What follows belongs to an exercise in optimizing a design on an open flow for small area; a production flow would make more cautious choices.
Only simulation tests tie the RTL to the original design; equivalence was not proved.
No activity file was given, so power comes from the tool's default toggle rates.

**flow/design.v**
```verilog
module data_ingress (
    input  logic        clk,
    input  logic        rst,
    input  logic [15:0] adc_ch0,
    input  logic [15:0] adc_ch1,
    input  logic        adc_valid,
    output logic [31:0] m_tdata,
    output logic        m_tvalid,
    input  logic        m_tready
);
    always_ff @(posedge clk) begin
        if (!m_tvalid) m_tdata <= {adc_ch1, adc_ch0};
        if (rst)
            m_tvalid <= 1'b0;
        else if (!m_tvalid)
            m_tvalid <= adc_valid;
        else if (m_tready)
            m_tvalid <= 1'b0;
    end
endmodule
module axi_capture_controller (
    input  logic        clk,
    input  logic        rst,
    input  logic        s_tvalid,
    output logic        s_tready,
    input  logic        m_tready,
    output logic        m_tvalid,
    input  logic        trigger_in,
    input  logic [7:0]  capture_len_cfg,
    input  logic [31:0] timestamp_counter,
    output logic [31:0] latched_timestamp,
    output logic        capture_active
);
    logic trigger_sync, trigger_prev;
    logic rise_d1, trigger_valid;
    logic trigger_latched;
    logic [15:0] sample_count;
    logic [16:0] sample_count_inc;
    logic sample_fire, last_sample;
    always_ff @(posedge clk) begin
        if (rst) begin
            trigger_sync  <= 1'b0;
            trigger_prev  <= 1'b0;
            rise_d1       <= 1'b0;
            trigger_valid <= 1'b0;
        end else begin
            trigger_sync  <= trigger_in;
            trigger_prev  <= trigger_sync;
            rise_d1       <= trigger_sync & ~trigger_prev;
            trigger_valid <= rise_d1;
        end
    end
    assign s_tready    = capture_active & m_tready;
    assign m_tvalid    = capture_active & s_tvalid;
    assign sample_fire = s_tvalid & s_tready;
    assign sample_count_inc = {1'b0, sample_count} + 17'd1;
    assign last_sample = sample_fire && (sample_count_inc == {9'd0, capture_len_cfg});
    always_ff @(posedge clk) begin
        if (rst)
            capture_active <= 1'b0;
        else if (capture_active)
            capture_active <= !last_sample;
        else
            capture_active <= trigger_valid && !trigger_latched;
        if (rst || !capture_active)
            sample_count <= '0;
        else if (sample_fire)
            sample_count <= sample_count_inc[15:0];
        if (!capture_active && trigger_valid)
            latched_timestamp <= timestamp_counter;
        if (rst)
            trigger_latched <= 1'b0;
        else if (capture_active)
            trigger_latched <= 1'b1;
        else if (!trigger_sync)
            trigger_latched <= 1'b0;
    end
endmodule
module axi_fifo (
    input  logic        clk,
    input  logic        rst,
    input  logic [31:0] s_tdata,
    input  logic        s_tvalid,
    output logic        s_tready,
    output logic [31:0] m_tdata,
    output logic        m_tvalid,
    input  logic        m_tready
);
    logic [31:0] mem [0:15];
    logic [3:0] wr_ptr, rd_ptr;
    logic [4:0] count;
    logic [15:0] rd_sel;
    wire full  = count[4];
    wire empty = (count == 5'd0);
    wire push  = s_tvalid & ~full;
    wire pop   = m_tvalid & m_tready;
    assign s_tready = ~full;
    always_ff @(posedge clk) begin
        for (int i = 0; i < 16; i++)
            if (!full && wr_ptr == i[3:0]) mem[i] <= s_tdata;
    end
    always_comb begin
        m_tdata = '0;
        for (int i = 0; i < 16; i++) begin
            rd_sel[i] = (rd_ptr == i[3:0]);
            m_tdata = m_tdata | ({32{rd_sel[i]}} & mem[i]);
        end
    end
    always_ff @(posedge clk) begin
        if (rst) begin
            wr_ptr   <= '0;
            rd_ptr   <= '0;
            count    <= '0;
            m_tvalid <= 1'b0;
        end else begin
            if (push) wr_ptr <= wr_ptr + 4'd1;
            if (pop)  rd_ptr <= rd_ptr + 4'd1;
            if (push && !pop) count <= count + 5'd1;
            else if (pop && !push) count <= count - 5'd1;
            m_tvalid <= !empty && !(count == 5'd1 && pop && !push);
        end
    end
endmodule
module axi_packetizer (
    input  logic        clk,
    input  logic        rst,
    input  logic [31:0] s_tdata,
    input  logic        s_tvalid,
    output logic        s_tready,
    output logic [31:0] m_tdata,
    output logic        m_tvalid,
    input  logic        m_tready,
    output logic        m_tlast,
    input  logic [31:0] timestamp_latched,
    input  logic [7:0]  capture_len_cfg,
    input  logic [15:0] error_flags
);
    localparam logic [2:0] ST_IDLE        = 3'd0,
                           ST_HEADER      = 3'd1,
                           ST_TIMESTAMP   = 3'd2,
                           ST_CHNID       = 3'd3,
                           ST_SAMPLECOUNT = 3'd4,
                           ST_PAYLOAD     = 3'd5,
                           ST_INFO        = 3'd6,
                           ST_DONE        = 3'd7;
    localparam logic [31:0] HEADER = 32'h30415144;
    logic [2:0]  state;
    logic [1:0]  byte_idx;
    logic [1:0]  out_idx;
    logic        word_active, word_active_d;
    logic [7:0]  remaining;
    logic [31:0] timestamp_reg;
    logic [15:0] error_flags_reg;
    logic [31:0] payload_reg;
    wire st_idle    = (state == ST_IDLE);
    wire st_header  = (state == ST_HEADER);
    wire st_ts      = (state == ST_TIMESTAMP);
    wire st_count   = (state == ST_SAMPLECOUNT);
    wire st_payload = (state == ST_PAYLOAD);
    wire st_info    = (state == ST_INFO);
    assign s_tready = st_idle | (st_payload & ~word_active);
    assign m_tvalid = ~st_idle & (~st_payload | word_active_d);
    assign m_tlast  = (state == ST_DONE);
    wire notify_out = m_tvalid & m_tready;
    wire load_word  = st_payload & ~word_active & s_tvalid;
    logic advance;
    always_comb begin
        case (state)
            ST_IDLE:      advance = s_tvalid;
            ST_HEADER,
            ST_TIMESTAMP: advance = notify_out & (byte_idx == 2'd3);
            ST_PAYLOAD:   advance = notify_out & (byte_idx == 2'd3) & (remaining == 8'd0);
            ST_INFO:      advance = notify_out & byte_idx[0];
            default:      advance = notify_out;
        endcase
    end
    wire idx_inc = notify_out & (st_header | st_ts | st_info | (st_payload & word_active));
    always_ff @(posedge clk) begin
        if (rst) state <= ST_IDLE;
        else if (advance) state <= state + 3'd1;
        if (st_idle) byte_idx <= 2'd0;
        else if (idx_inc) byte_idx <= byte_idx + 2'd1;
        word_active   <= st_payload & (word_active ? ~(notify_out & byte_idx == 2'd3) : s_tvalid);
        word_active_d <= word_active;
        out_idx       <= byte_idx;
        if (st_idle) begin
            remaining       <= capture_len_cfg;
            timestamp_reg   <= timestamp_latched;
            error_flags_reg <= error_flags;
        end else if (load_word) begin
            remaining <= remaining - 8'd1;
        end
        if (!word_active) payload_reg <= s_tdata;
    end
    logic [31:0] field;
    logic [1:0]  shift;
    always_comb begin
        field = '0;
        if (st_header)  field = HEADER;
        if (st_ts)      field = timestamp_reg;
        if (st_count)   field = {24'd0, remaining};
        if (st_payload) field = payload_reg;
        if (st_info)    field = {16'd0, error_flags_reg};
        shift = st_payload ? out_idx : byte_idx;
        m_tdata = field >> (8 * shift);
    end
endmodule
module usb_tx_if (
    input  logic        clk,
    input  logic        rst,
    input  logic [31:0] s_tdata,
    input  logic        s_tvalid,
    output logic        s_tready,
    output logic [31:0] usb_data,
    output logic        usb_wr_en,
    input  logic        usb_full
);
    assign s_tready = ~usb_full;
    always_ff @(posedge clk) begin
        usb_data <= s_tdata;
        if (rst) usb_wr_en <= 1'b0;
        else     usb_wr_en <= s_tvalid & ~usb_full;
    end
endmodule
module daq_top (
    input logic clk,
    input logic rst,
    input logic [15:0] adc_ch0,
    input logic [15:0] adc_ch1,
    input logic adc_valid,
    input logic trigger_in,
    input logic [31:0] timestamp_counter,
    input logic [7:0] capture_len_cfg,
    input logic [15:0] error_flags,
    input logic usb_full,
    output logic [7:0] tx_data,
    output logic tx_valid,
    input  logic tx_ready,
    output logic tx_last,
    output logic capture_active,
    output logic [31:0]usb_data,
    output logic usb_wr_en
);
    logic [31:0] ingress_tdata;
    logic ingress_tvalid, ingress_tready;
    logic capture_tvalid, capture_tready;
    logic [31:0] fifo_tdata;
    logic fifo_tvalid, fifo_tready;
    logic [31:0] packet_tdata;
    logic packet_tvalid, packet_tready, packet_tlast;
    logic [31:0] latched_timestamp;
    logic usb_ready;
    data_ingress u_ingress (
        .clk(clk),
        .rst(rst),
        .adc_ch0(adc_ch0),
        .adc_ch1(adc_ch1),
        .adc_valid(adc_valid),
        .m_tdata(ingress_tdata),
        .m_tvalid(ingress_tvalid),
        .m_tready(ingress_tready)
    );
    axi_capture_controller u_capture (
        .clk(clk),
        .rst(rst),
        .s_tvalid(ingress_tvalid),
        .s_tready(ingress_tready),
        .m_tready(capture_tready),
        .m_tvalid(capture_tvalid),
        .trigger_in(trigger_in),
        .capture_len_cfg(capture_len_cfg),
        .timestamp_counter(timestamp_counter),
        .latched_timestamp(latched_timestamp),
        .capture_active(capture_active)
    );
    axi_fifo u_fifo (
        .clk(clk),
        .rst(rst),
        .s_tdata(ingress_tdata),
        .s_tvalid(capture_tvalid),
        .s_tready(capture_tready),
        .m_tdata(fifo_tdata),
        .m_tvalid(fifo_tvalid),
        .m_tready(fifo_tready)
    );
    axi_packetizer u_packetizer (
        .clk(clk),
        .rst(rst),
        .s_tdata(fifo_tdata),
        .s_tvalid(fifo_tvalid),
        .s_tready(fifo_tready),
        .m_tdata(packet_tdata),
        .m_tvalid(packet_tvalid),
        .m_tready(packet_tready),
        .m_tlast(packet_tlast),
        .timestamp_latched(latched_timestamp),
        .capture_len_cfg(capture_len_cfg),
        .error_flags(error_flags)
    );
    usb_tx_if usb_tx_inst (
        .clk(clk),
        .rst(rst),
        .s_tdata(packet_tdata),
        .s_tvalid(packet_tvalid),
        .s_tready(usb_ready),
        .usb_data(usb_data),
        .usb_wr_en(usb_wr_en),
        .usb_full(usb_full)
    );
    assign tx_data  = packet_tdata[7:0];
    assign tx_valid = packet_tvalid;
    assign packet_tready = usb_ready & tx_ready;
    assign tx_last  = packet_tlast;
endmodule
```
**flow/run.sh**
```bash
#!/bin/bash
# synth_recipe.tcl (not shown) runs the flow's synth.tcl, then flattens the netlist and writes it again
# the make line also repeats each setting of config.mk as NAME=value (left out here)
make -C /OpenROAD-flow-scripts/flow DESIGN_CONFIG=/design/flow/config.mk WORK_HOME=/design/flow/orfs CLKGATE_MAP_FILE= SYNTH_SCRIPT=/design/flow/synth_recipe.tcl finish
```
**flow/config.mk**
```make
export PLATFORM = sky130hd
export DESIGN_NAME = daq_top
export DESIGN_NICKNAME = daq_top
export VERILOG_FILES = /design/flow/design.v
export SDC_FILE = /design/flow/constraint.sdc
export NUM_CORES = 4
export LEC_CHECK = 0
export CAP_MARGIN = 20
export CORE_MARGIN = 2
export CORE_UTILIZATION = 40
export SLEW_MARGIN = 20
```
**flow/constraint.sdc**
```tcl
create_clock -name core_clock -period 5.0 [get_ports {clk}]
set_input_delay 1.0000 -clock core_clock [delete_from_list [all_inputs] [get_ports {clk}]]
set_output_delay 1.0000 -clock core_clock [all_outputs]
set_load 0.01 [all_outputs]
```
==> results of run 1 <==
-- cells by family after synthesis --
family          Yosys count  synth area share, %
flops                   743                76.42
compound gates          412                10.97
simple gates            383                6.718
buf+inv                 137                2.244
xor+xnor                 40                1.244
mux                      35                1.471
fa+ha+maj                21               0.9330
-- layout make-up --
| cell class | instances | area, µm² |
|---|---|---|
| Sequential cell | 743 | 21520 |
| Clock buffer | 104 | 2153 |
| Fill cell | 5971 | 36790 |
| Multi-Input combinational cell | 891 | 6143 |
| Inverter | 19 | 71.32 |
| Antenna cell | 1 | 2.502 |
| Timing Repair Buffer | 187 | 1774 |
| Tap cell | 940 | 1176 |
| Clock inverter | 33 | 270.3 |
-- where the power goes --
part	total, mW	internal, mW	switching, mW
clock	5.53	3.18	2.34
combinational	2.19	0.807	1.38
sequential	7.81	7.43	0.376
-- cells in the final DEF (no fill, tap or decap), types with 5 or more instances in the layout --
cell type and instances:
clkdlybuf4s50_1 137, a32oi_1 5, or3_1 6, clkinv_2 7
a222oi_1 27, nand3_1 33, and3b_1 5, ha_1 20
clkinv_1 15, nor4_1 9, a21oi_1 48, nor2_1 75
clkbuf_16 81, edfxtp_1 664, dfxtp_1 77, mux2_2 18
a221oi_1 28, and2_1 7, clkbuf_1 19, o211ai_1 10
nor2b_1 17, xor2_1 19, a22o_1 69, inv_1 17
o2111a_1 5, xnor2_1 21, nor2_4 12, nand4_1 31
a221o_1 15, a22oi_1 104, nand2b_1 18, buf_4 48
a211o_1 7, nand4b_1 5, nor3_1 11, o21ai_0 66
and3_1 6, mux2i_1 13, nand2_1 118
-- worst register-to-register path, stage by stage (launching register included) --
cell and delay (ps):
dfxtp_2 510, nor2_1 900, buf_4 310, and2_2 750, a221oi_1 230, and4_1 240, o21ai_0 200
-- routing by layer --
| layer | part of all wire [%] | vias up | global-route usage, % | wire [µm] |
|---|---|---|---|---|
| met5 | 0 | - | 0 | 0 |
| met3 | 9.2 | 118 | 3.633 | 7063 |
| li1 | - | 7312 | - | - |
| met1 | 41 | 8412 | 28.99 | 31730 |
| met2 | 47 | 886 | 33.31 | 36030 |
| met4 | 2.4 | 0 | 6.535 | 1875 |
-- how the worst max path moves through the flow --
stage | endpoint | slack, ps | depth (start not counted)
2_1_floorplan | tx_valid | 1300 | 7
3_3_place_gp | tx_data[6] | 1200 | 8
3_5_place_dp | tx_data[6] | 1160 | 8
4_1_cts | tx_data[6] | 480 | 6
5_1_grt | tx_data[6] | 240 | 6
6_report | tx_data[3] | 490 | 6
-- stage by stage --
stage               instance area [µm²]  total power, mW  hold slack (ps)  utilization [%]  setup WS (ps)
global route                      33110            16.04            409.9            47.37          239.1
global placement                  30640            10.07            377.0            43.83           1196
CTS                               33080            15.62            392.7            47.33          482.3
floorplan                         28160            8.997            367.4                -           1298
finish                            33110            15.53            387.9            47.37          490.4
detailed placement                30660            10.09            385.8            43.86           1158
==> impl_metrics.yaml, run 1 <==
sta:
  tightest_slew_ps: 1135
  setup_viol: 0
  fmax_mhz: 221.7
  period_minus_slack_ps: 4510
  drv_slew: 0
  hold_viol_final: 0
  finalSetupTns_ps: 0
  rsz0062_at_grt: "false"
  max_slew_margin_pct: 24.36
  clock-skew-final_ps: 21.11
  min_period_over_period_pct: 90.19
worst_setup_path:
  cp_max_fo: 19
  r2r_end: "u_packetizer.payload_reg[29]"
  startpoint: "u_packetizer.state[2]"
  worstSetupStartpointType: "register"
  cp_cell_sequence: "nand2_2, nor2_2, a22o_1, o21ai_0, o21ai_0, clkdlybuf4s50_1"
  cp_slowest_cell: "dfxtp_1"
  r2r_cells: 6
  endpoint_kind: "primary output"
  reg2reg_slack_ps: 1590
  crit_family: "simple AND/OR/NAND/NOR gates"
  regToRegStartpoint: "u_fifo.rd_ptr[3]"
  crit_type: "register to primary output"
  crit_buf_inv: 1
  crit_top_cell: "o21ai_0"
  crit_required_ps: 4000
  critPathMaxStageDelay_ps: 690
  arrival_ps: 3510
cts:
  cts-root-buf: "clkbuf_16"
  cts_tree: "built"
  cts_sinks: 743
  numCtsBuffers: 78
  cts-htree-levels: 3
  clockBufferDepth: 3
  cts_resized: 0
  post_cts_buffers: 0
  clk_pin_slew_ps: 60
  insertion_delay_ps: 620
  cts_hold_buf: 0
logic_synthesis:
  synth.top_cells.by_count: "edfxtp_1, nand2_1, a22oi_1"
  ys_seq_area_share_pct: 76.42
  syn-num-nets: 1886
  synthCells: 1771
  yosys_warnings: 6
  ys_seq_elements: 743
  synthTopCellsByArea: "edfxtp_1, dfxtp_1, a22oi_1"
  synth_area_mm2: 0.02816
  synth_area_leader_cell: "edfxtp_1"
  synthArstFlopShare_pct: 0
  synth-main-ff-cell: "edfxtp_1"
  syn_area_per_cell_um2: 15.90
  synth.top_cell.area_share_pct: 70.80
  yosysMostFrequentCell: "edfxtp_1"
  ys_types: 68
  synth_edf_count: 664
grt:
  grt-ovfl-total: 0
  grt.total_usage_pct: 20.79
  grt_max_degree: 72
  grt_pass1_wl_mm: 111.1
  grt_pass1_vias: 16270
  antenna_found_initial: 2
placement:
  placed_cells: 2779
  hpwl_mm: 44.47
  port_buffers: 137
  gp_congestion: 0.8801
cells_and_area:
  areaGrowthSynthToFinish_pct: 17.59
  layout.cells.non_filler: 2918
  drive_gt1_share_pct: 10.88
  layout.nets: 2035
  largest_register_ffs: 512
  regMostFlops: "u_fifo.mem"
floorplanning:
  ioPinCount: 138
  start_util_pct: 40.28
  dieArea_mm2: 0.07254
  coreArea_mm2: 0.06991
  die_h_um: 269.3
  die_x_um: 269.3
  rows: 97
detailed_routing:
  avgRoutedWirePerCell_um: 26.29
  totalWireLength_mm: 76.70
  antenna_left: 0
  vias_per_cell: 5.733
  firstDrtPassIters: 6
  vias: 16730
  drt-initial-drc-count: 2047
  route.detailed.drc: 0
run:
  maxCapViolCount: 0
min_path:
  hold_class: "register to register"
  whs_endpoint: "u_capture.rise_d1"
  min-delay-start: "u_capture.trigger_prev"
  whs_path_depth: 1
pwr:
  cellPowerDensity_mw_per_mm2: 468.9
  vdd_drop_max_uv: 242.2
  leakage_nw: 10.71
status:
  status: "timing/DRC/antenna clean"
==> run 2: changes to the inputs <==
--- a/flow/config.mk
+++ b/flow/config.mk
@@ -8,4 +8,7 @@
 export CAP_MARGIN = 20
 export CORE_MARGIN = 2
 export CORE_UTILIZATION = 40
+export CTS_BUF_LIST = sky130_fd_sc_hd__clkbuf_16
+export CTS_CLUSTER_DIAMETER = 100
+export CTS_CLUSTER_SIZE = 24
 export SLEW_MARGIN = 20
==> run 2 against run 1 <==
Still clean on timing, DRC and antenna. Cell count decreased by 2.9%. Cell area decreased by 4.0%. Die area unchanged. Worst setup slack improved by 15 ps. Critical endpoint unchanged. Largest cell class unchanged. Highest routed layer unchanged.
==> impl_metrics.yaml, run 2 <==
cts:
  clk_pin_slew_ps: 100
  clockBufferDepth: 3
  cts_tree: "built"
  post_cts_buffers: 0
  insertion_delay_ps: 610
  cts-htree-levels: 2
  numCtsBuffers: 38
  cts_sinks: 743
  cts_resized: 0
  cts-root-buf: "clkbuf_16"
  cts_hold_buf: 0
placement:
  placed_cells: 2779
  placed_area_mm2: 0.03066
  port_buffers: 137
  place_ws_ps: 1158
  hpwl_mm: 44.47
  gp_congestion: 0.8801
floorplanning:
  coreArea_mm2: 0.06991
  dieArea_mm2: 0.07254
  start_util_pct: 40.28
  die_h_um: 269.3
  die_x_um: 269.3
  ioPinCount: 138
  rows: 97
worst_setup_path:
  crit_top_cell: "o21ai_0"
  cp_max_fo: 19
  cp_cell_sequence: "nand2_2, nor2_2, a22o_1, o21ai_0, o21ai_0, clkdlybuf4s50_1"
  crit_type: "register to primary output"
  endpoint_kind: "primary output"
  crit_buf_inv: 1
  crit_required_ps: 4000
  crit_family: "simple AND/OR/NAND/NOR gates"
  worstSetupStartpointType: "register"
  arrival_ps: 3490
  critPathMaxStageDelay_ps: 710
  cp_slowest_cell: "dfxtp_1"
logic_synthesis:
  yosysMostFrequentCell: "edfxtp_1"
  ys_types: 68
  synthCells: 1771
  synth_area_mm2: 0.02816
  synth_area_leader_cell: "edfxtp_1"
  synthArstFlopShare_pct: 0
  syn_area_per_cell_um2: 15.90
  synthTopCellsByArea: "edfxtp_1, dfxtp_1, a22oi_1"
  syn-num-nets: 1886
  ys_seq_area_share_pct: 76.42
  synth.top_cells.by_count: "edfxtp_1, nand2_1, a22oi_1"
  ys_seq_elements: 743
  yosys_warnings: 6
  synth_edf_count: 664
  synth.top_cell.area_share_pct: 70.80
  synth-main-ff-cell: "edfxtp_1"
cells_and_area:
  areaGrowthSynthToFinish_pct: 12.89
  fin_area_mm2: 0.03179
  regMostFlops: "u_fifo.mem"
  layout_commonest_cell: "edfxtp_1"
  num_antenna_cells: 0
  drive_gt1_share_pct: 8.289
  largest_register_ffs: 512
  fill_cells: 6095
  layout.nets: 1995
  final_core_util_pct: 45.48
  regArea_mm2: 0.02152
  layout_common_cells: "edfxtp_1, clkdlybuf4s50_1, nand2_1"
  layout.cells.non_filler: 2834
  multi_input_area_mm2: 0.006143
grt:
  grt.total_usage_pct: 20.42
  grt_max_degree: 72
  grt_pass1_wl_mm: 109.5
  grt_pass1_vias: 15850
  antenna_found_initial: 2
  grt-ovfl-total: 0
pwr:
  clkPwrFrac_pct: 25.6
  vdd_drop_max_uv: 272.9
  p_int_mw: 9.718
  cellPowerDensity_mw_per_mm2: 421.6
  p_switching_mw: 3.683
  leakage_nw: 10.10
  total_power_mw: 13.40
  seq_power_share_pct: 58.2
  pwr-share-comb_pct: 16.3
  swShare_pct: 27.48
sta:
  rsz0062_at_grt: "false"
  period_minus_slack_ps: 4495
  drv_slew: 0
  clock-skew-final_ps: 20.91
  setup_viol: 0
  finalSetupTns_ps: 0
  worst_slack_ps: 505.1
  min_period_over_period_pct: 89.90
  hold_viol_final: 0
  hold_ws_ps: 394.1
  tightest_slew_ps: 1099
  max_slew_margin_pct: 26.76
  fmax_mhz: 222.5
detailed_routing:
  avgRoutedWirePerCell_um: 26.76
  vias: 16410
  firstDrtPassIters: 5
  vias_per_cell: 5.792
  drt-initial-drc-count: 2025
  totalWireLength_mm: 75.83
  antenna_left: 0
  route.detailed.drc: 0
min_path:
  hold_class: "register to register"
run:
  maxCapViolCount: 0
status:
  status: "timing/DRC/antenna clean"
## run 2: cell count changes in the layout (fill, tap and decap cells not counted), moves of 2 or more
cell / change
clkbuf_1: -19
clkbuf_16: -42
clkinv_4: -2
inv_1: +8
clkbuf_8: -4
clkinv_1: -14
clkinv_8: -2
clkinv_2: -6
bufinv_16: -2
inv_6: -2
## run 2: cell type report
| class | instances | share of cell area [%] |
|---|---|---|
| Sequential cell | 743 | 67.70 |
| Clock inverter | 15 | 0.3975 |
| Inverter | 19 | 0.2243 |
| Tap cell | 940 | 3.700 |
| Multi-Input combinational cell | 891 | 19.32 |
| Clock buffer | 39 | 3.070 |
| Timing Repair Buffer | 187 | 5.581 |
## run 2: worst paths after layout
path / end / slack (ps) / cells past startpoint / start
hold reg to reg: u_capture.rise_d1 / 390 / 1 / u_capture.trigger_prev
hold / removal: u_capture.rise_d1 / 390 / 1 / u_capture.trigger_prev
setup reg to reg: u_packetizer.payload_reg[28] / 1580 / 7 / u_fifo.rd_ptr[3]
setup / recovery: tx_data[3] / 510 / 6 / u_packetizer.state[2]
## run 2: metal layers
layer  track usage [%]  vias up  share of wire (%)
met1             28.74     8379                 42
li1                  -     7160                  -
met2             33.17      777                 48
met4             5.161        0                2.1
met5                 0        -                  0
met3             3.322       98                8.3
## run 2: cell families after synthesis
logic type | share of synthesized area, %
AOI/OAI and AO/OA | 10.97
xor gates and xnor gates | 1.244
adders and majority gates | 0.9330
buffers and inverters | 2.244
DFF | 76.42
muxes | 1.471
and+or+nand+nor | 6.718
## run 2: power groups by stage
stage	Clock [mW]	Sequential, mW	Combinational, mW
2_1_floorplan	0	7.77	1.23
3_3_place_gp	0	7.94	2.13
3_5_place_dp	0	7.93	2.16
4_1_cts	3.51	7.80	2.16
5_1_grt	3.69	7.85	2.33
6_report	3.43	7.79	2.18
==> run 3: changes to the inputs <==
--- a/flow/config.mk
+++ b/flow/config.mk
@@ -8,7 +8,7 @@
 export CAP_MARGIN = 20
 export CORE_MARGIN = 2
 export CORE_UTILIZATION = 40
-export CTS_BUF_LIST = sky130_fd_sc_hd__clkbuf_16
-export CTS_CLUSTER_DIAMETER = 100
-export CTS_CLUSTER_SIZE = 24
+export CTS_BUF_LIST = sky130_fd_sc_hd__clkbuf_8
+export CTS_CLUSTER_DIAMETER = 60
+export CTS_CLUSTER_SIZE = 16
 export SLEW_MARGIN = 20
==> run 3 against run 2 <==
First-iteration DRC count fell by 3.0%. Worst hold slack better by 2.7 ps. Critical path depth is the same. Via count grew 0.24%. Clock power shrank 7.9%. Clock skew increased by 10 ps. Cell count rose by 1.2%. Worst setup slack got worse by 97 ps. Register-to-register slack gained 50 ps. Sequential power barely moved. Utilization is 0.11 points lower. Clock-buffer cell count rose by 20. Critical path type unchanged. Critical endpoint is now tx_data[4].
==> impl_metrics.yaml, run 3 <==
detailed_routing:
  avgRoutedWirePerCell_um: 26.51
  route.detailed.drc: 0
  firstDrtPassIters: 5
  drt-initial-drc-count: 1965
  antenna_left: 0
  totalWireLength_mm: 76.05
  vias_per_cell: 5.735
  vias: 16450
cells_and_area:
  layout.nets: 2014
  largest_register_ffs: 512
  layout_common_cells: "edfxtp_1, clkdlybuf4s50_1, nand2_1"
  layout_commonest_cell: "edfxtp_1"
  regMostFlops: "u_fifo.mem"
  num_antenna_cells: 0
  areaGrowthSynthToFinish_pct: 12.61
  drive_gt1_share_pct: 9.539
logic_synthesis:
  synth.top_cells.by_count: "edfxtp_1, nand2_1, a22oi_1"
  synth_edf_count: 664
  ys_seq_area_share_pct: 76.42
  synth_area_mm2: 0.02816
  synth-main-ff-cell: "edfxtp_1"
  synthArstFlopShare_pct: 0
  ys_seq_elements: 743
  syn_area_per_cell_um2: 15.90
  synthTopCellsByArea: "edfxtp_1, dfxtp_1, a22oi_1"
  ys_types: 68
  syn-num-nets: 1886
  yosysMostFrequentCell: "edfxtp_1"
  synth.top_cell.area_share_pct: 70.80
  synth_area_leader_cell: "edfxtp_1"
  yosys_warnings: 6
  synthCells: 1771
grt:
  grt-ovfl-total: 0
  antenna_found_initial: 1
  grt_pass1_vias: 16040
  grt_max_degree: 72
  grt.total_usage_pct: 20.51
  grt_pass1_wl_mm: 109.9
pwr:
  swShare_pct: 28.49
  cellPowerDensity_mw_per_mm2: 414.4
  leakage_nw: 10.12
  p_switching_mw: 3.744
  p_int_mw: 9.398
  clkPwrFrac_pct: 24.0
  seq_power_share_pct: 59.3
  pwr-share-comb_pct: 16.7
  vdd_drop_max_uv: 231.9
floorplanning:
  die_x_um: 269.3
  coreArea_mm2: 0.06991
  rows: 97
  dieArea_mm2: 0.07254
  die_h_um: 269.3
  ioPinCount: 138
  start_util_pct: 40.28
placement:
  gp_congestion: 0.8801
  place_ws_ps: 1158
  hpwl_mm: 44.47
  port_buffers: 137
worst_setup_path:
  cp_max_fo: 19
  crit_type: "register to primary output"
  worstSetupStartpointType: "register"
  arrival_ps: 3590
  endpoint_kind: "primary output"
  crit_required_ps: 4000
  reg2reg_slack_ps: 1630
cts:
  cts-htree-levels: 2
  cts_sinks: 743
  cts_resized: 0
  cts_tree: "built"
  post_cts_buffers: 0
  insertion_delay_ps: 720
  clockBufferDepth: 3
  cts-root-buf: "clkbuf_8"
  cts_hold_buf: 0
  numCtsBuffers: 57
  clk_pin_slew_ps: 100
sta:
  rsz0062_at_grt: "false"
  drv_slew: 0
  max_slew_margin_pct: 27.32
  finalSetupTns_ps: 0
  worst_slack_ps: 407.7
  period_minus_slack_ps: 4592
  min_period_over_period_pct: 91.85
  hold_viol_final: 0
  clock-skew-final_ps: 31.12
  fmax_mhz: 217.8
  setup_viol: 0
  tightest_slew_ps: 1090
run:
  maxCapViolCount: 0
min_path:
  hold_class: "register to register"
status:
  status: "timing/DRC/antenna clean"
## run 3: cell counts after synthesis
No cell type changed its count.
## run 3: final cells by class
| cell class | count | area [µm²] |
|---|---|---|
| clock buffers | 59 | 812.0 |
| flip-flops and latches | 743 | 21520 |
| inverters | 19 | 71.32 |
| clock inverters | 30 | 211.5 |
| repair buffers | 187 | 1774 |
| fillers | 6120 | 38200 |
| multi-input cells | 891 | 6143 |
| well taps | 940 | 1176 |
## run 3: critical path: stages (launching register included)
cell and delay, ps:
dfxtp_1 710, nand2_2 240, nor2_2 610, a22o_1 250, o21ai_0 110, o21ai_0 350
clkdlybuf4s50_1 610
## run 3: metrics by stage
| stage | hold WS, ps | util, % | power [mW] | cells | instance area (µm²) |
|---|---|---|---|---|---|
| 6_report | 396.8 | 45.36 | 13.14 | 2869 | 31710 |
| 3_5_place_dp | 385.8 | 43.86 | 10.09 | 2779 | 30660 |
| 5_1_grt | 418.0 | 45.36 | 13.62 | 2869 | 31710 |
| 2_1_floorplan | 367.4 | - | 8.997 | 1771 | 28160 |
| 4_1_cts | 405.8 | 45.32 | 13.21 | 2868 | 31680 |
| 3_3_place_gp | 377.0 | 43.83 | 10.07 | 2778 | 30640 |
## run 3: logic make-up after synthesis
| family | share of synthesized area [%] |
|---|---|
| multiplexers | 1.471 |
| XOR/XNOR | 1.244 |
| buffers and inverters | 2.244 |
| AO/OA/AOI/OAI | 10.97 |
| adder cells (fa/ha/maj) | 0.9330 |
| AND/OR/NAND/NOR | 6.718 |
| flip-flops | 76.42 |
## run 3: power by group through the flow
stage | registers, mW | clock network (mW) | logic, mW
finish | 7.79 | 3.16 | 2.19
global route | 7.85 | 3.44 | 2.34
CTS | 7.80 | 3.25 | 2.17
detailed placement | 7.93 | 0 | 2.16
global placement | 7.94 | 0 | 2.13
floorplan | 7.77 | 0 | 1.23
## run 3: worst paths after layout
check                                                     to  depth (start not counted)                startpoint
worst max-delay path                              tx_data[4]                          6     u_packetizer.state[2]
worst min-delay path                 u_packetizer.out_idx[1]                          0  u_packetizer.byte_idx[1]
worst max register to register  u_packetizer.payload_reg[29]                          6          u_fifo.rd_ptr[3]
worst min register to register       u_packetizer.out_idx[1]                          0  u_packetizer.byte_idx[1]
## run 3: routing by layer
layer	wire length, µm	vias to the layer above	GRT usage (%)
met5	0	-	0
met4	1878	0	5.994
met3	6252	115	3.411
met2	35800	803	33.28
met1	32120	8329	28.52
li1	-	7207	-
==> run 4: changes to the inputs <==
--- a/flow/design.v
+++ b/flow/design.v
@@ -87,9 +87,9 @@
     input  logic        m_tready
 );
     logic [31:0] mem [0:15];
-    logic [3:0] wr_ptr, rd_ptr;
+    logic [3:0] wr_ptr;
+    logic [15:0] rd_oh;
     logic [4:0] count;
-    logic [15:0] rd_sel;
     wire full  = count[4];
     wire empty = (count == 5'd0);
     wire push  = s_tvalid & ~full;
@@ -101,20 +101,18 @@
     end
     always_comb begin
         m_tdata = '0;
-        for (int i = 0; i < 16; i++) begin
-            rd_sel[i] = (rd_ptr == i[3:0]);
-            m_tdata = m_tdata | ({32{rd_sel[i]}} & mem[i]);
-        end
+        for (int i = 0; i < 16; i++)
+            m_tdata = m_tdata | ({32{rd_oh[i]}} & mem[i]);
     end
     always_ff @(posedge clk) begin
         if (rst) begin
             wr_ptr   <= '0;
-            rd_ptr   <= '0;
+            rd_oh    <= 16'd1;
             count    <= '0;
             m_tvalid <= 1'b0;
         end else begin
             if (push) wr_ptr <= wr_ptr + 4'd1;
-            if (pop)  rd_ptr <= rd_ptr + 4'd1;
+            if (pop)  rd_oh <= {rd_oh[14:0], rd_oh[15]};
             if (push && !pop) count <= count + 5'd1;
             else if (pop && !push) count <= count - 5'd1;
             m_tvalid <= !empty && !(count == 5'd1 && pop && !push);
@@ -149,7 +147,6 @@
     logic [1:0]  out_idx;
     logic        word_active, word_active_d;
     logic [7:0]  remaining;
-    logic [31:0] timestamp_reg;
     logic [15:0] error_flags_reg;
     logic [31:0] payload_reg;
     wire st_idle    = (state == ST_IDLE);
@@ -185,19 +182,19 @@
         out_idx       <= byte_idx;
         if (st_idle) begin
             remaining       <= capture_len_cfg;
-            timestamp_reg   <= timestamp_latched;
             error_flags_reg <= error_flags;
         end else if (load_word) begin
             remaining <= remaining - 8'd1;
         end
-        if (!word_active) payload_reg <= s_tdata;
+        if (st_idle) payload_reg <= timestamp_latched;
+        else if (st_payload && !word_active) payload_reg <= s_tdata;
     end
     logic [31:0] field;
     logic [1:0]  shift;
     always_comb begin
         field = '0;
         if (st_header)  field = HEADER;
-        if (st_ts)      field = timestamp_reg;
+        if (st_ts)      field = payload_reg;
         if (st_count)   field = {24'd0, remaining};
         if (st_payload) field = payload_reg;
         if (st_info)    field = {16'd0, error_flags_reg};
==> run 4 against run 3 <==
Still clean on timing, DRC and antenna. Die area fell by 4.2%. Global-route usage rose by 0.34 points. Synthesized cell count fell by 2.9%. Cell count fell by 4.5%. Maximum frequency fell by 3.9%. Via count fell by 3.5%. Worst hold slack got worse by 0.58 ps. Largest cell class unchanged.
==> impl_metrics.yaml, run 4 <==
min_path:
  hold_class: "register to register"
  whs_path_depth: 1
cells_and_area:
  largest_register_ffs: 512
  multi_input_area_mm2: 0.005693
  fill_cells: 5797
  drive_gt1_share_pct: 7.981
  num_antenna_cells: 0
  regMostFlops: "u_fifo.mem"
  areaGrowthSynthToFinish_pct: 12.40
  regArea_mm2: 0.02080
  layout_common_cells: "edfxtp_1, a22oi_1, clkdlybuf4s50_1"
  layout.nets: 1951
  layout_commonest_cell: "edfxtp_1"
logic_synthesis:
  synthCells: 1720
  synth.top_cells.by_count: "edfxtp_1, a22oi_1, nor2_1"
  yosysMostFrequentCell: "edfxtp_1"
  synth_edf_count: 632
  synth_area_mm2: 0.02697
  synth_area_leader_cell: "edfxtp_1"
  synth-main-ff-cell: "edfxtp_1"
  ys_types: 59
  synthArstFlopShare_pct: 0
  ys_seq_area_share_pct: 77.11
  synth.top_cell.area_share_pct: 70.36
  syn_area_per_cell_um2: 15.68
  ys_seq_elements: 723
  yosys_warnings: 6
  synthTopCellsByArea: "edfxtp_1, dfxtp_1, a22oi_1"
  syn-num-nets: 1831
grt:
  grt-ovfl-total: 0
  grt_pass1_vias: 15510
  grt_max_degree: 47
  grt.total_usage_pct: 20.85
  antenna_found_initial: 1
  grt_pass1_wl_mm: 106.5
floorplanning:
  dieArea_mm2: 0.06953
  die_x_um: 263.7
  rows: 95
  ioPinCount: 138
  coreArea_mm2: 0.06692
  start_util_pct: 40.31
  die_h_um: 263.7
detailed_routing:
  dr_wl_met3_mm: 6.254
  avgRoutedWirePerCell_um: 26.85
  firstDrtPassIters: 7
  totalWireLength_mm: 73.58
  highest_layer: "met4"
  vias: 15870
  drt-initial-drc-count: 1808
  wl_met1_mm: 30.52
  antenna_left: 0
  route.detailed.drc: 0
  vias_per_cell: 5.793
  wl_met2_mm: 35.16
worst_setup_path:
  crit_family: "compound AO/OA/AOI/OAI gates"
  cp_max_fo: 20
  crit_cells: 8
  endpoint_kind: "primary output"
  cp_cell_sequence: "inv_1, ha_1, nor2b_4, a21bo_2, nand3_1, o21a_1, o21ai_0, clkdlybuf4s50_1"
  crit_type: "register to primary output"
  critPathMaxStageDelay_ps: 630
  crit_buf_inv: 2
  r2r_cells: 9
  crit_required_ps: 4000
  reg2reg_slack_ps: 1200
  cp_slowest_cell: "clkdlybuf4s50_1"
  worstSetupStartpointType: "register"
  arrival_ps: 3780
pwr:
  vdd_drop_max_uv: 289.5
  leakage_nw: 9.561
  cellPowerDensity_mw_per_mm2: 418.5
sta:
  min_period_over_period_pct: 95.62
  setup_viol: 0
  worst_slack_ps: 219.0
  drv_slew: 0
  period_minus_slack_ps: 4781
  hold_viol_final: 0
  max_slew_margin_pct: 24.68
  fmax_mhz: 209.2
  rsz0062_at_grt: "false"
  tightest_slew_ps: 1128
  clock-skew-final_ps: 32.10
  finalSetupTns_ps: 0
cts:
  cts_resized: 0
  clockBufferDepth: 3
  cts_tree: "built"
  cts-root-buf: "clkbuf_8"
  insertion_delay_ps: 700
  cts_sinks: 723
  cts_hold_buf: 0
  numCtsBuffers: 54
  clk_pin_slew_ps: 100
  cts-htree-levels: 2
  post_cts_buffers: 0
placement:
  gp_congestion: 0.8673
  hpwl_mm: 41.55
  place_ws_ps: 897.5
  port_buffers: 137
run:
  maxCapViolCount: 0
status:
  status: "timing/DRC/antenna clean"
[run 4: changes by cell type in the layout (fill, tap and decap cells not counted), sizes merged, moves of 12 or more]
cell,delta
and3,+12
a22oi,+38
mux2,-15
nor3,+18
nor2,+41
o21ai,-31
a222oi,-27
dfxtp,+12
edfxtp,-32
nand2,-26
a221oi,+34
a41oi,+14
[run 4: area by class of cell]
cell class	count	share of cell area, %
clock buffer	55	2.497
clock inverter	28	0.5076
inverter	16	0.2022
multi-input combinational	861	18.78
sequential	723	68.60
tap	873	3.603
timing repair buffer	184	5.810
[run 4: power breakdown]
part | internal (mW) | total [mW] | switching, mW
Clock | 1.04 | 2.92 | 1.89
Combinational | 0.824 | 2.23 | 1.41
Sequential | 7.15 | 7.54 | 0.383
Total | 9.01 | 12.7 | 3.68
[run 4: cells by family after synthesis]
group           Yosys count  synth area share [%]
buf+inv                 136                 2.254
mux                      17                0.6586
simple gates            381                 6.684
xor+xnor                 38                 1.234
flops                   723                 77.11
compound gates          408                 11.27
fa+ha+maj                17                0.7885
[run 4: worst paths after layout]
kind / startpoint / endpoint
setup / recovery: u_packetizer.state[0] / tx_data[6]
hold / removal: u_capture.trigger_prev / u_capture.rise_d1
setup reg to reg: u_packetizer.state[2] / u_fifo.count[4]
hold reg to reg: u_capture.trigger_prev / u_capture.rise_d1
[run 4: per-layer routing]
metal  vias up  GRT usage [%]
met4         0          5.699
met2       826          34.23
met5         -              0
met1      7998          28.80
met3       101          3.486
li1       6949              -
[run 4: per-stage QoR]
step / power [mW] / std cells / util (%) / hold slack [ps] / area [µm²]
2_1_floorplan: 8.867 / 1720 / - / 367.4 / 26970
3_3_place_gp: 9.865 / 2657 / 43.95 / 374.8 / 29410
3_5_place_dp: 9.899 / 2657 / 43.95 / 381.5 / 29410
4_1_cts: 12.76 / 2740 / 45.31 / 400.5 / 30320
5_1_grt: 13.19 / 2740 / 45.31 / 426.6 / 30320
6_report: 12.69 / 2740 / 45.31 / 396.2 / 30320
==> run 5: changes to the inputs <==
--- a/flow/config.mk
+++ b/flow/config.mk
@@ -7,7 +7,7 @@
 export LEC_CHECK = 0
 export CAP_MARGIN = 20
 export CORE_MARGIN = 2
-export CORE_UTILIZATION = 40
+export CORE_UTILIZATION = 65
 export CTS_BUF_LIST = sky130_fd_sc_hd__clkbuf_8
 export CTS_CLUSTER_DIAMETER = 60
 export CTS_CLUSTER_SIZE = 16
==> run 5 against run 4 <==
Still clean on timing, DRC and antenna. Cell count decreased by 12%. Clock-buffer cell count stayed put. Flip-flop and latch count unchanged. Total power rose by 0.88%. Highest routed layer unchanged.
==> impl_metrics.yaml, run 5 <==
status:
  status: "timing/DRC/antenna clean"
logic_synthesis:
  synth_area_mm2: 0.02697
  synthTopCellsByArea: "edfxtp_1, dfxtp_1, a22oi_1"
  ys_types: 59
  ys_seq_elements: 723
  synth_area_leader_cell: "edfxtp_1"
  synthCells: 1720
  yosysMostFrequentCell: "edfxtp_1"
  ys_seq_area_share_pct: 77.11
  synth-main-ff-cell: "edfxtp_1"
  synthArstFlopShare_pct: 0
  yosys_warnings: 6
  synth.top_cells.by_count: "edfxtp_1, a22oi_1, nor2_1"
  synth_edf_count: 632
  syn_area_per_cell_um2: 15.68
  syn-num-nets: 1831
  synth.top_cell.area_share_pct: 70.36
cts:
  insertion_delay_ps: 700
  clk_pin_slew_ps: 100
  cts-root-buf: "clkbuf_8"
  cts_tree: "built"
  cts-htree-levels: 2
  cts_hold_buf: 0
  cts_sinks: 723
  numCtsBuffers: 53
  clockBufferDepth: 3
floorplanning:
  die_h_um: 207.7
  start_util_pct: 65.91
  rows: 74
  die_x_um: 207.7
  ioPinCount: 138
  dieArea_mm2: 0.04315
  coreArea_mm2: 0.04092
detailed_routing:
  route.detailed.drc: 0
  vias: 16110
  drt-initial-drc-count: 1924
  avgRoutedWirePerCell_um: 28.43
  antenna_left: 0
  vias_per_cell: 6.688
  firstDrtPassIters: 5
  totalWireLength_mm: 68.48
min_path:
  hold_class: "register to register"
  whs_path_depth: 1
  whs_endpoint: "u_capture.rise_d1"
  min-delay-start: "u_capture.trigger_prev"
grt:
  grt.total_usage_pct: 31.74
  grt_pass1_wl_mm: 100.1
  antenna_found_initial: 1
  grt_most_used_layer: "met2"
  grtUsageMet3_pct: 8.079
  met2_usage_pct: 50.02
  grt_max_degree: 43
  grt_pass1_vias: 15420
  globalRouteMet1Util_pct: 44.43
  grt-ovfl-total: 0
cells_and_area:
  layout_common_cells: "edfxtp_1, a22oi_1, clkdlybuf4s50_1"
  drive_gt1_share_pct: 8.098
  num_antenna_cells: 0
  largest_register_ffs: 512
  layout.nets: 1956
  regMostFlops: "u_fifo.mem"
  areaGrowthSynthToFinish_pct: 11.36
  layout_commonest_cell: "edfxtp_1"
worst_setup_path:
  regToRegStartpoint: "u_packetizer.state[2]"
  cp_max_fo: 42
  r2r_end: "u_fifo.count[4]"
  reg2reg_slack_ps: 1220
  endpoint_kind: "primary output"
  r2r_cells: 9
  crit_required_ps: 4000
  worstSetupStartpointType: "register"
  arrival_ps: 3740
  crit_type: "register to primary output"
sta:
  hold_ws_ps: 391.0
  setup_viol: 0
  period_minus_slack_ps: 4739
  rsz0062_at_grt: "false"
  drv_slew: 0
  hold_viol_final: 0
  clock-skew-final_ps: 48.35
  min_period_over_period_pct: 94.79
  fmax_mhz: 211.0
  tightest_slew_ps: 1072
  finalSetupTns_ps: 0
  max_slew_margin_pct: 28.40
placement:
  hpwl_mm: 38.97
  gp_congestion: 0.8789
  port_buffers: 137
pwr:
  vdd_drop_max_uv: 310.5
  cellPowerDensity_mw_per_mm2: 426.2
  leakage_nw: 9.682
run:
  maxCapViolCount: 0
-- run 5: cell types whose count changed in the layout (fill, tap and decap cells not counted) --
cell | previous run | this run
inv_1 | 28 | 35
nor3_2 | 7 | 6
clkinv_8 | 0 | 1
buf_12 | 3 | 2
buf_4 | 44 | 51
clkinv_2 | 2 | 1
nor3_4 | 0 | 1
clkinvlp_4 | 6 | 0
bufinv_16 | 0 | 4
inv_6 | 3 | 2
clkinv_4 | 0 | 1
inv_4 | 1 | 0
-- run 5: how the worst max path moves through the flow --
| stage | startpoint | to | slack [ps] | cells after the start |
|---|---|---|---|---|
| after global routing | u_packetizer.state[0] | tx_data[5] | 60 | 10 |
| after detailed placement | u_packetizer.state[0] | tx_data[5] | 890 | 10 |
| after CTS | u_packetizer.state[0] | tx_data[5] | 150 | 10 |
| final | u_packetizer.state[0] | tx_data[5] | 260 | 10 |
| after global placement | u_packetizer.state[0] | tx_data[3] | 970 | 9 |
| after floorplan | u_packetizer.state[1] | u_fifo.count[4] | 710 | 14 |
-- run 5: routing by layer --
metal	vias to the layer above	share of wire [%]
met1	8009	39
met2	997	47
li1	6958	-
met4	0	3.0
met5	-	0
met3	148	12
-- run 5: power by group --
part | total (mW) | switching (mW) | internal [mW]
clock | 3.07 | 1.83 | 1.24
combinational | 2.19 | 1.37 | 0.822
sequential | 7.54 | 0.390 | 7.15
total | 12.8 | 3.59 | 9.21
-- run 5: what timing repair did --
item                       in CTS  in global routing
buffers inserted                0                  0
resized for setup               0                  1
setup endpoints to repair       0                  2
-- run 5: cell families (layout without fill, tap and decap cells) --
logic type | Yosys count | after routing | synth area share, %
AOI/OAI and AO/OA | 408 | 408 | 11.27
xor gates and xnor gates | 38 | 38 | 1.234
adders and majority gates | 17 | 17 | 0.7885
buffers and inverters | 136 | 293 | 2.254
DFF | 723 | 723 | 77.11
muxes | 17 | 17 | 0.6586
and+or+nand+nor | 381 | 381 | 6.684
-- run 5: area by class of cell --
cell class	instances	area (µm²)
timing repair buffer	190	1794
tap	532	665.6
multi-input combinational	861	5699
clock inverter	32	260.3
sequential	723	20800
clock buffer	55	757.0
fill	2582	10890
inverter	16	61.31
-- run 5: critical path, stage by stage, from the launching register on --
cell and delay [ps]:
dfxtp_1 380, inv_1 100, ha_1 210, buf_4 260
nor2b_4 410, a21bo_2 440, a221oi_1 200, a21oi_1 180
nor2_1 60, a21oi_1 220, clkdlybuf4s50_1 580
-- run 5: through the flow --
stage | total power [mW] | setup WS, ps | area, µm² | util [%] | std cells
floorplan | 8.867 | 708.9 | 26970 | - | 1720
global placement | 9.784 | 970.7 | 29000 | 70.86 | 2321
detailed placement | 9.827 | 894.4 | 29000 | 70.86 | 2321
CTS | 12.82 | 146.1 | 30020 | 73.35 | 2408
global route | 13.26 | 64.14 | 30040 | 73.40 | 2409
finish | 12.80 | 260.7 | 30040 | 73.40 | 2409
==> run 6: changes to the inputs <==
--- a/flow/config.mk
+++ b/flow/config.mk
@@ -7,8 +7,8 @@
 export LEC_CHECK = 0
 export CAP_MARGIN = 20
 export CORE_MARGIN = 2
-export CORE_UTILIZATION = 65
+export CORE_UTILIZATION = 40
 export CTS_BUF_LIST = sky130_fd_sc_hd__clkbuf_8
-export CTS_CLUSTER_DIAMETER = 60
-export CTS_CLUSTER_SIZE = 16
+export CTS_CLUSTER_DIAMETER = 50
+export CTS_CLUSTER_SIZE = 20
 export SLEW_MARGIN = 20
==> run 6 against run 5 <==
Still clean. Flip-flop and latch count did not move. Die area rose by 61%. Global-route usage fell by 11 points. Via count fell by 0.59%. Non-clock buffer count fell by 6. Cell count rose by 16%. Clock skew fell by 13 ps. Total power rose by 8.9%. Sequential power barely moved. Critical path type unchanged. Critical endpoint is now tx_data[6].
==> impl_metrics.yaml, run 6 <==
status:
  status: "timing/DRC/antenna clean"
placement:
  port_buffers: 137
  gp_congestion: 0.8673
  hpwl_mm: 41.55
  placed_cells: 2657
cts:
  numCtsBuffers: 73
  post_cts_buffers: 0
  cts-htree-levels: 3
  cts_tree: "built"
  insertion_delay_ps: 700
  cts-root-buf: "clkbuf_8"
  clk_pin_slew_ps: 80
  cts_sinks: 723
  clockBufferDepth: 3
sta:
  max_slew_margin_pct: 26.42
  setup_viol: 0
  rsz0062_at_grt: "false"
  period_minus_slack_ps: 4738
  clock-skew-final_ps: 35.17
  fmax_mhz: 211.1
  drv_slew: 0
  min_period_over_period_pct: 94.76
  finalSetupTns_ps: 0
  hold_viol_final: 0
  tightest_slew_ps: 1102
worst_setup_path:
  cp_max_fo: 20
  crit_required_ps: 4000
  crit_type: "register to primary output"
  worstSetupStartpointType: "register"
  endpoint_kind: "primary output"
  arrival_ps: 3740
grt:
  grt.total_usage_pct: 21.08
  grt_pass1_vias: 15710
  antenna_found_initial: 1
  grt-ovfl-total: 0
  grt_max_degree: 47
  grt_pass1_wl_mm: 107.4
logic_synthesis:
  synthArstFlopShare_pct: 0
  synth_top_family_by_area: "compound AO/OA/AOI/OAI gates"
  synth_xor_area_share_pct: 1.234
  synth_area_mm2: 0.02697
  yosys_warnings: 6
  synth.top_cells.by_count: "edfxtp_1, a22oi_1, nor2_1"
  synth.top_cell.area_share_pct: 70.36
  synth.area.mux_share_pct: 0.6587
  ys_seq_area_share_pct: 77.11
  synthTopCellsByArea: "edfxtp_1, dfxtp_1, a22oi_1"
  synth_area_leader_cell: "edfxtp_1"
  synth_fa_ha_area_share_pct: 0.7885
  synth-simple-area-share_pct: 6.684
  synth-main-ff-cell: "edfxtp_1"
  ys_types: 59
  yosysMostFrequentCell: "edfxtp_1"
  synthCells: 1720
  syn_area_per_cell_um2: 15.68
  synth_edf_count: 632
  synth_compound_area_share_pct: 11.27
  syn-num-nets: 1831
  ys_seq_elements: 723
floorplanning:
  die_h_um: 263.7
  start_util_pct: 40.31
  die_x_um: 263.7
  dieArea_mm2: 0.06953
  ioPinCount: 138
  rows: 95
  coreArea_mm2: 0.06692
detailed_routing:
  route.detailed.drc: 0
  firstDrtPassIters: 5
  vias_per_cell: 5.739
  totalWireLength_mm: 74.11
  antenna_left: 0
  vias: 16020
  avgRoutedWirePerCell_um: 26.55
  drt-initial-drc-count: 1933
cells_and_area:
  num_antenna_cells: 0
  drive_gt1_share_pct: 10.74
  layout.cells.non_filler: 2791
  layout_commonest_cell: "edfxtp_1"
  regMostFlops: "u_fifo.mem"
  areaGrowthSynthToFinish_pct: 15.29
  largest_register_ffs: 512
  layout.nets: 1970
  layout_common_cells: "edfxtp_1, a22oi_1, clkdlybuf4s50_1"
min_path:
  hold_class: "register to register"
pwr:
  vdd_drop_max_uv: 306.4
  clkPwrFrac_pct: 29.9
  pwr-share-comb_pct: 16.0
  p_switching_mw: 4.127
  seq_power_share_pct: 54.1
  leakage_nw: 9.916
  cellPowerDensity_mw_per_mm2: 448.4
  p_int_mw: 9.817
  swShare_pct: 29.60
run:
  maxCapViolCount: 0
-- run 6: critical path: stages (launching register included) --
cell and delay (ps):
dfxtp_1 370, inv_1 100, ha_1 450, nor2b_4 460, a21bo_2 430, nand3_1 120, o21a_1 130, o21ai_0 360
clkdlybuf4s50_1 630
-- run 6: area by class of cell --
cell class,count,area [µm²]
fillers,5723,35820
well taps,873,1092
clock buffers,79,1087
repair buffers,184,1762
clock inverters,55,604.3
inverters,16,61.31
flip-flops and latches,723,20800
multi-input cells,861,5693
-- run 6: what timing repair did --
action / in CTS / in global routing
hold buffers: 0 / 0
endpoints found under the setup margin: 0 / 5
gates resized for setup: 0 / 1
endpoints found under the hold margin: 0 / 0
-- run 6: worst paths after layout --
kind                                from           endpoint  slack [ps]  depth (start not counted)
hold reg to reg   u_capture.trigger_prev  u_capture.rise_d1         390                          1
hold / removal    u_capture.trigger_prev  u_capture.rise_d1         390                          1
setup reg to reg   u_packetizer.state[1]    u_fifo.count[4]        1180                         11
setup / recovery   u_packetizer.state[0]         tx_data[6]         260                          8
-- run 6: metal layers --
metal	up-vias	wire (µm)	track usage, %	part of all wire, %
met5	-	0	0	0
li1	7033	-	-	-
met2	762	35270	34.49	48
met1	8110	31210	28.99	42
met4	0	1721	5.714	2.3
met3	112	5908	3.896	8.0
-- run 6: power groups by stage --
stage	logic, mW	clock network [mW]	registers, mW
global placement	2.20	0	7.67
CTS	2.23	4.26	7.54
finish	2.23	4.17	7.54
detailed placement	2.23	0	7.67
floorplan	1.38	0	7.49
global route	2.43	4.48	7.58
-- run 6: through the flow --
stage          area, µm²  util [%]  hold WS, ps  setup WS [ps]  power, mW
6_report           31100     46.47        392.4          262.2      13.94
5_1_grt            31100     46.47        423.4          62.31      14.49
4_1_cts            31100     46.47        397.4          141.1      14.04
3_5_place_dp       29410     43.95        381.5          897.5      9.899
3_3_place_gp       29410     43.95        374.8          950.9      9.865
2_1_floorplan      26970         -        367.4          708.9      8.867
-- run 6: cell families after synthesis --
kind of cell / after synthesis
AO/OA/AOI/OAI: 408
XOR/XNOR: 38
adder cells (fa/ha/maj): 17
buffers and inverters: 136
flip-flops: 723
multiplexers: 17
AND/OR/NAND/NOR: 381
==> run 7: changes to the inputs <==
==> flow/flow/run.sh (new file) <==
#!/bin/bash
# Standard layout (the standard.sh: standard synthesis and ORFS flow) with two
# changes passed as make variables:
#  - port buffers are sky130_fd_sc_hd__buf_1 instead of the default choice;
#  - CTS without dummy loads, with clkbuf_4, at most 10 sinks per cluster.
# Each tool's full output goes to the ORFS logs under orfs/logs; make's own
# output goes to flow_make.log here.
set -euo pipefail
bash standard.sh \
  "BUFFER_PORTS_ARGS=-buffer_cell sky130_fd_sc_hd__buf_1" \
  "CTS_ARGS=-sink_clustering_enable -repair_clock_nets -dont_use_dummy_load -buf_list sky130_fd_sc_hd__clkbuf_4 -sink_clustering_size 10 -sink_clustering_max_diameter 40" \
  finish > flow_make.log 2>&1
==> flow/standard.sh (new file) <==
#!/bin/bash
# synth_recipe.tcl (not shown) runs the flow's synth.tcl, then flattens the netlist and writes it again
# the make line also repeats each setting of config.mk as NAME=value (left out here)
make -C /OpenROAD-flow-scripts/flow DESIGN_CONFIG=/design/flow/config.mk WORK_HOME=/design/flow/orfs CLKGATE_MAP_FILE= SYNTH_SCRIPT=/design/flow/synth_recipe.tcl "${@:-finish}"
--- a/flow/config.mk
+++ b/flow/config.mk
@@ -9,6 +9,6 @@
 export CORE_MARGIN = 2
 export CORE_UTILIZATION = 40
 export CTS_BUF_LIST = sky130_fd_sc_hd__clkbuf_8
-export CTS_CLUSTER_DIAMETER = 50
-export CTS_CLUSTER_SIZE = 20
+export CTS_CLUSTER_DIAMETER = 60
+export CTS_CLUSTER_SIZE = 16
 export SLEW_MARGIN = 20
removed: flow/run.sh
==> run 7 against run 6 <==
Synthesized area unchanged. Worst hold slack got worse by 150 ps. Clock-buffer cell count is 25 higher. Critical path depth did not move. Via count barely moved. Flip-flop and latch count unchanged. Synthesized cell count is the same. Sequential power barely moved. Sequential share of layout area is 3.9 points higher. Cell count down 0.86%. Largest cell class unchanged. Largest power group unchanged. Highest routed layer unchanged.
==> impl_metrics.yaml, run 7 <==
cts:
  post_cts_buffers: 0
  clk_pin_slew_ps: 100
  numCtsBuffers: 104
  cts-root-buf: "clkbuf_4"
  cts_sinks: 723
  insertion_delay_ps: 910
  clockBufferDepth: 3
  cts_resized: 0
  cts_tree: "built"
  cts-htree-levels: 3
  cts_hold_buf: 0
logic_synthesis:
  ys_seq_elements: 723
  ys_types: 59
  syn-num-nets: 1831
  synth_area_leader_cell: "edfxtp_1"
  synthArstFlopShare_pct: 0
  synth.top_cells.by_count: "edfxtp_1, a22oi_1, nor2_1"
  synthCells: 1720
  synth-main-ff-cell: "edfxtp_1"
  syn_area_per_cell_um2: 15.68
  synth_area_mm2: 0.02697
  ys_seq_area_share_pct: 77.11
  synth_edf_count: 632
  synthTopCellsByArea: "edfxtp_1, dfxtp_1, a22oi_1"
  yosysMostFrequentCell: "edfxtp_1"
  yosys_warnings: 6
  synth.top_cell.area_share_pct: 70.36
pwr:
  vdd_drop_max_uv: 198.2
  cellPowerDensity_mw_per_mm2: 421.1
  leakage_nw: 9.212
detailed_routing:
  vias: 16010
  firstDrtPassIters: 5
  antenna_left: 0
  totalWireLength_mm: 72.72
  avgRoutedWirePerCell_um: 26.28
  route.detailed.drc: 0
  drt-initial-drc-count: 1465
  vias_per_cell: 5.786
sta:
  fmax_mhz: 223.4
  hold_ws_ps: 245.5
  tightest_slew_ps: 1091
  min_period_over_period_pct: 89.54
  rsz0062_at_grt: "false"
  max_slew_margin_pct: 25.21
  drv_slew: 0
  clock-skew-final_ps: 90.94
  hold_viol_final: 0
  setup_viol: 0
  period_minus_slack_ps: 4477
  finalSetupTns_ps: 0
cells_and_area:
  layout.nets: 2006
  fill_cells: 5944
  multi_input_area_mm2: 0.005693
  regArea_mm2: 0.02080
  areaGrowthSynthToFinish_pct: 8.869
  layout_common_cells: "edfxtp_1, a22oi_1, buf_1"
  layout_commonest_cell: "edfxtp_1"
  drive_gt1_share_pct: 10.04
  fin_area_mm2: 0.02937
  regMostFlops: "u_fifo.mem"
  largest_register_ffs: 512
grt:
  grt.total_usage_pct: 20.87
  grt_pass1_wl_mm: 106.4
  grt-ovfl-total: 0
  antenna_found_initial: 3
  grt_pass1_vias: 15940
  grt_max_degree: 59
floorplanning:
  dieArea_mm2: 0.06953
  die_h_um: 263.7
  start_util_pct: 40.31
  coreArea_mm2: 0.06692
  ioPinCount: 138
  die_x_um: 263.7
  rows: 95
worst_setup_path:
  crit_required_ps: 4000
  r2r_cells: 11
  regToRegStartpoint: "u_packetizer.state[1]"
  r2r_end: "u_fifo.count[4]"
  cp_max_fo: 18
  arrival_ps: 3480
  endpoint_kind: "primary output"
  worstSetupStartpointType: "register"
  crit_type: "register to primary output"
  reg2reg_slack_ps: 1330
placement:
  hpwl_mm: 41.53
  placed_area_mm2: 0.02856
  gp_congestion: 0.9308
  port_buffers: 137
min_path:
  whs_path_depth: 1
  min-delay-start: "error_flags[10]"
  hold_class: "primary input to register"
  whs_endpoint: "u_packetizer.error_flags_reg[10]"
status:
  status: "timing/DRC/antenna clean"
run:
  maxCapViolCount: 0
## run 7: cell types whose count changed in the layout (fill, tap and decap cells not counted), moves of 5 or more
cell	previous run	this run
buf_1	0	137
buf_4	44	50
clkbuf_4	0	104
clkbuf_8	79	0
clkdlybuf4s50_1	137	0
clkinv_8	7	0
clkinvlp_4	6	0
inv_1	19	13
inv_6	14	0
inv_8	5	0
## run 7: critical path, stage by stage, from the launching register on
cell	delay, ps
dfxtp_1	370
inv_1	100
ha_1	430
nor2b_4	440
a21bo_1	490
a221oi_1	170
a211o_1	290
o21ai_0	130
buf_1	190
## run 7: power by group
group / internal, mW / switching, mW / leakage [nW]
clock: 0.946 / 1.81 / 0.478
combinational: 0.694 / 1.35 / 2.16
sequential: 7.15 / 0.415 / 6.57
total: 8.79 / 3.57 / 9.21
## run 7: kinds of logic (layout without fill, tap and decap cells)
logic type	Yosys count	count (layout)	share of synthesized area (%)
buf+inv	136	309	2.254
compound gates	408	408	11.27
fa+ha+maj	17	17	0.7885
simple gates	381	381	6.684
other cells	0	1	0
xor+xnor	38	38	1.234
mux	17	17	0.6586
flops	723	723	77.11
## run 7: how the worst max path moves through the flow
stage	from	cells after the start	to	slack [ps]
floorplan	u_packetizer.state[1]	14	u_fifo.count[4]	710
global placement	u_packetizer.state[1]	11	u_fifo.count[4]	1510
detailed placement	u_packetizer.state[1]	11	u_fifo.count[4]	1400
CTS	u_packetizer.state[0]	8	tx_data[0]	470
global route	u_packetizer.state[0]	9	tx_data[5]	170
finish	u_packetizer.state[0]	8	tx_data[0]	520
## run 7: through the flow
step	total power [mW]	utilization (%)	cells	worst slack, ps
2_1_floorplan	8.867	-	1720	708.9
3_3_place_gp	9.688	42.67	2661	1514
3_5_place_dp	9.733	42.67	2661	1398
4_1_cts	12.46	43.84	2765	475.0
5_1_grt	12.94	43.88	2767	167.7
6_report	12.36	43.88	2767	522.9
## run 7: per-layer routing
metal,part of all wire [%],GRT usage [%],up-vias
met2,48,34.17,708
li1,-,-,7071
met1,42,28.23,8106
met3,7.5,3.738,124
met4,2.6,6.981,0
met5,0,0,-
## run 7: area by class of cell
cell class | count | share of cell area (%)
multi-input combinational | 861 | 19.39
sequential | 723 | 70.83
antenna | 1 | 0.008521
timing repair buffer | 189 | 3.191
inverter | 16 | 0.2088
tap | 873 | 3.719
clock buffer | 104 | 2.659
==> run 8: changes to the inputs <==
==> flow/flow/run.sh (replaced) <==
#!/bin/bash
# Standard layout (the standard.sh: standard synthesis and ORFS flow) with two
# changes passed as make variables:
#  - port buffers are sky130_fd_sc_hd__buf_1 instead of the default choice;
#  - CTS without dummy loads, with clkbuf_8 and the clustering of config.mk.
# Each tool's full output goes to the ORFS logs under orfs/logs; make's own
# output goes to flow_make.log here.
set -euo pipefail
bash standard.sh \
  "BUFFER_PORTS_ARGS=-buffer_cell sky130_fd_sc_hd__buf_1" \
  "CTS_ARGS=-sink_clustering_enable -repair_clock_nets -dont_use_dummy_load -buf_list sky130_fd_sc_hd__clkbuf_8 -sink_clustering_size 16 -sink_clustering_max_diameter 60" \
  finish > flow_make.log 2>&1
==> run 8 against run 7 <==
Still clean on timing, DRC and antenna. Clock-buffer cell count down 48. Utilization is essentially flat. Cell count fell by 1.7%. Worst setup slack better by 170 ps. Synthesized area unchanged. Via count fell by 1.1%. Combinational power about the same. Maximum frequency up 4.0%. Global-route usage shrank 0.23 points. Critical path depth unchanged. Critical endpoint unchanged. Largest power group unchanged.
==> impl_metrics.yaml, run 8 <==
grt:
  grt-ovfl-total: 0
  grt_pass1_vias: 15530
  grt_max_degree: 59
  antenna_found_initial: 2
  grt_pass1_wl_mm: 105.6
  grt.total_usage_pct: 20.64
detailed_routing:
  route.detailed.drc: 0
  antenna_left: 0
  drt-initial-drc-count: 1594
  totalWireLength_mm: 72.50
  vias_per_cell: 5.826
  avgRoutedWirePerCell_um: 26.67
  vias: 15840
  firstDrtPassIters: 5
cts:
  numCtsBuffers: 56
  cts_tree: "built"
  cts-root-buf: "clkbuf_8"
  cts_resized: 0
  cts-htree-levels: 2
  cts_hold_buf: 0
  insertion_delay_ps: 680
  clockBufferDepth: 3
  post_cts_buffers: 0
  clk_pin_slew_ps: 80
  cts_sinks: 723
pwr:
  leakage_nw: 9.136
  cellPowerDensity_mw_per_mm2: 421.7
  vdd_drop_max_uv: 203.0
floorplanning:
  rows: 95
  start_util_pct: 40.31
  dieArea_mm2: 0.06953
  ioPinCount: 138
  coreArea_mm2: 0.06692
  die_h_um: 263.7
  die_x_um: 263.7
sta:
  drv_slew: 0
  clock-skew-final_ps: 47.36
  hold_viol_final: 0
  period_minus_slack_ps: 4303
  max_slew_margin_pct: 27.74
  rsz0062_at_grt: "false"
  min_period_over_period_pct: 86.06
  setup_viol: 0
  tightest_slew_ps: 1054
  fmax_mhz: 232.4
  finalSetupTns_ps: 0
logic_synthesis:
  synth_area_leader_cell: "edfxtp_1"
  yosys_warnings: 6
  ys_types: 59
  yosysMostFrequentCell: "edfxtp_1"
  syn-num-nets: 1831
  synthCells: 1720
  synth-main-ff-cell: "edfxtp_1"
  ys_seq_elements: 723
  syn_area_per_cell_um2: 15.68
  synth.top_cells.by_count: "edfxtp_1, a22oi_1, nor2_1"
  synth_area_mm2: 0.02697
  ys_seq_area_share_pct: 77.11
  synth_edf_count: 632
  synthTopCellsByArea: "edfxtp_1, dfxtp_1, a22oi_1"
  synth.top_cell.area_share_pct: 70.36
  synthArstFlopShare_pct: 0
placement:
  hpwl_mm: 41.53
  port_buffers: 137
  gp_congestion: 0.9308
  placed_area_mm2: 0.02856
worst_setup_path:
  cp_max_fo: 18
  crit_cells: 8
  crit_buf_inv: 2
  endpoint_kind: "primary output"
  r2r_cells: 11
  crit_type: "register to primary output"
  crit_family: "compound AO/OA/AOI/OAI gates"
  crit_required_ps: 4000
  arrival_ps: 3300
  cp_slowest_cell: "a21bo_1"
  cp_cell_sequence: "inv_1, ha_1, nor2b_4, a21bo_1, nand3_1, o21a_1, o21ai_0, buf_1"
  worstSetupStartpointType: "register"
  critPathMaxStageDelay_ps: 500
min_path:
  hold_class: "register to register"
  whs_path_depth: 1
cells_and_area:
  fin_area_mm2: 0.02936
  largest_register_ffs: 512
  regMostFlops: "u_fifo.mem"
  layout_common_cells: "edfxtp_1, a22oi_1, buf_1"
  layout.nets: 1958
  drive_gt1_share_pct: 7.696
  layout_commonest_cell: "edfxtp_1"
  areaGrowthSynthToFinish_pct: 8.832
run:
  maxCapViolCount: 0
status:
  status: "timing/DRC/antenna clean"
==> run 8: cell types whose count changed in the layout (fill, tap and decap cells not counted) <==
cell	change
clkbuf_4	-104
clkbuf_8	+56
==> run 8: per-layer routing <==
metal  vias to the layer above  GRT usage [%]  routed length (µm)
li1                       6923              -                   -
met1                      8070          28.63               30430
met2                       725          33.96               34520
met3                       122          2.852                5558
met4                         0          6.208                1989
met5                         -              0                   0
==> run 8: worst reg2reg max path, cell delays in order, from the launching register on <==
cell and delay [ps]:
dfxtp_1 340, inv_1 90, ha_1 310, nand2_2 230, o21ai_4 180, and2_1 580, clkinv_2 400, ha_1 390
or4b_2 640, a21oi_1 190, xnor2_1 130, nor2_1 50
==> run 8: cell type report <==
class | instances | area, µm²
Fill cell | 5912 | 37560
Sequential cell | 723 | 20800
Multi-Input combinational cell | 861 | 5693
Tap cell | 873 | 1092
Timing Repair Buffer | 189 | 937.1
Clock buffer | 56 | 770.7
Inverter | 16 | 61.31
Antenna cell | 1 | 2.502
==> run 8: power breakdown <==
part	internal [mW]	leakage (nW)	total [mW]	switching, mW
clock network	0.997	0.403	2.77	1.78
registers	7.15	6.57	7.57	0.413
logic	0.694	2.16	2.04	1.34
total	8.84	9.14	12.4	3.53
==> run 8: path summary, 6_finish.rpt <==
path	from	end	slack, ps
max	u_packetizer.state[0]	tx_data[0]	700
min	u_capture.trigger_prev	u_capture.rise_d1	380
max reg2reg	u_packetizer.state[1]	u_fifo.count[4]	1330
min reg2reg	u_capture.trigger_prev	u_capture.rise_d1	380
==> run 8: kinds of logic (layout without fill, tap and decap cells) <==
kind of cell / Yosys count / after routing / share of synthesized area [%]
fa+ha+maj: 17 / 17 / 0.7885
xor+xnor: 38 / 38 / 1.234
compound gates: 408 / 408 / 11.27
mux: 17 / 17 / 0.6586
simple gates: 381 / 381 / 6.684
flops: 723 / 723 / 77.11
buf+inv: 136 / 261 / 2.254
other cells: 0 / 1 / 0
==> run 8: metrics by stage <==
| stage | power, mW | setup WS, ps | utilization (%) | hold WS [ps] | instances |
|---|---|---|---|---|---|
| 2_1_floorplan | 8.867 | 708.9 | - | 367.4 | 1720 |
| 3_3_place_gp | 9.688 | 1514 | 42.67 | 373.6 | 2661 |
| 3_5_place_dp | 9.733 | 1398 | 42.67 | 375.2 | 2661 |
| 4_1_cts | 12.44 | 696.8 | 43.82 | 386.9 | 2717 |
| 5_1_grt | 12.90 | 378.1 | 43.86 | 406.0 | 2718 |
| 6_report | 12.38 | 697.0 | 43.87 | 383.7 | 2719 |
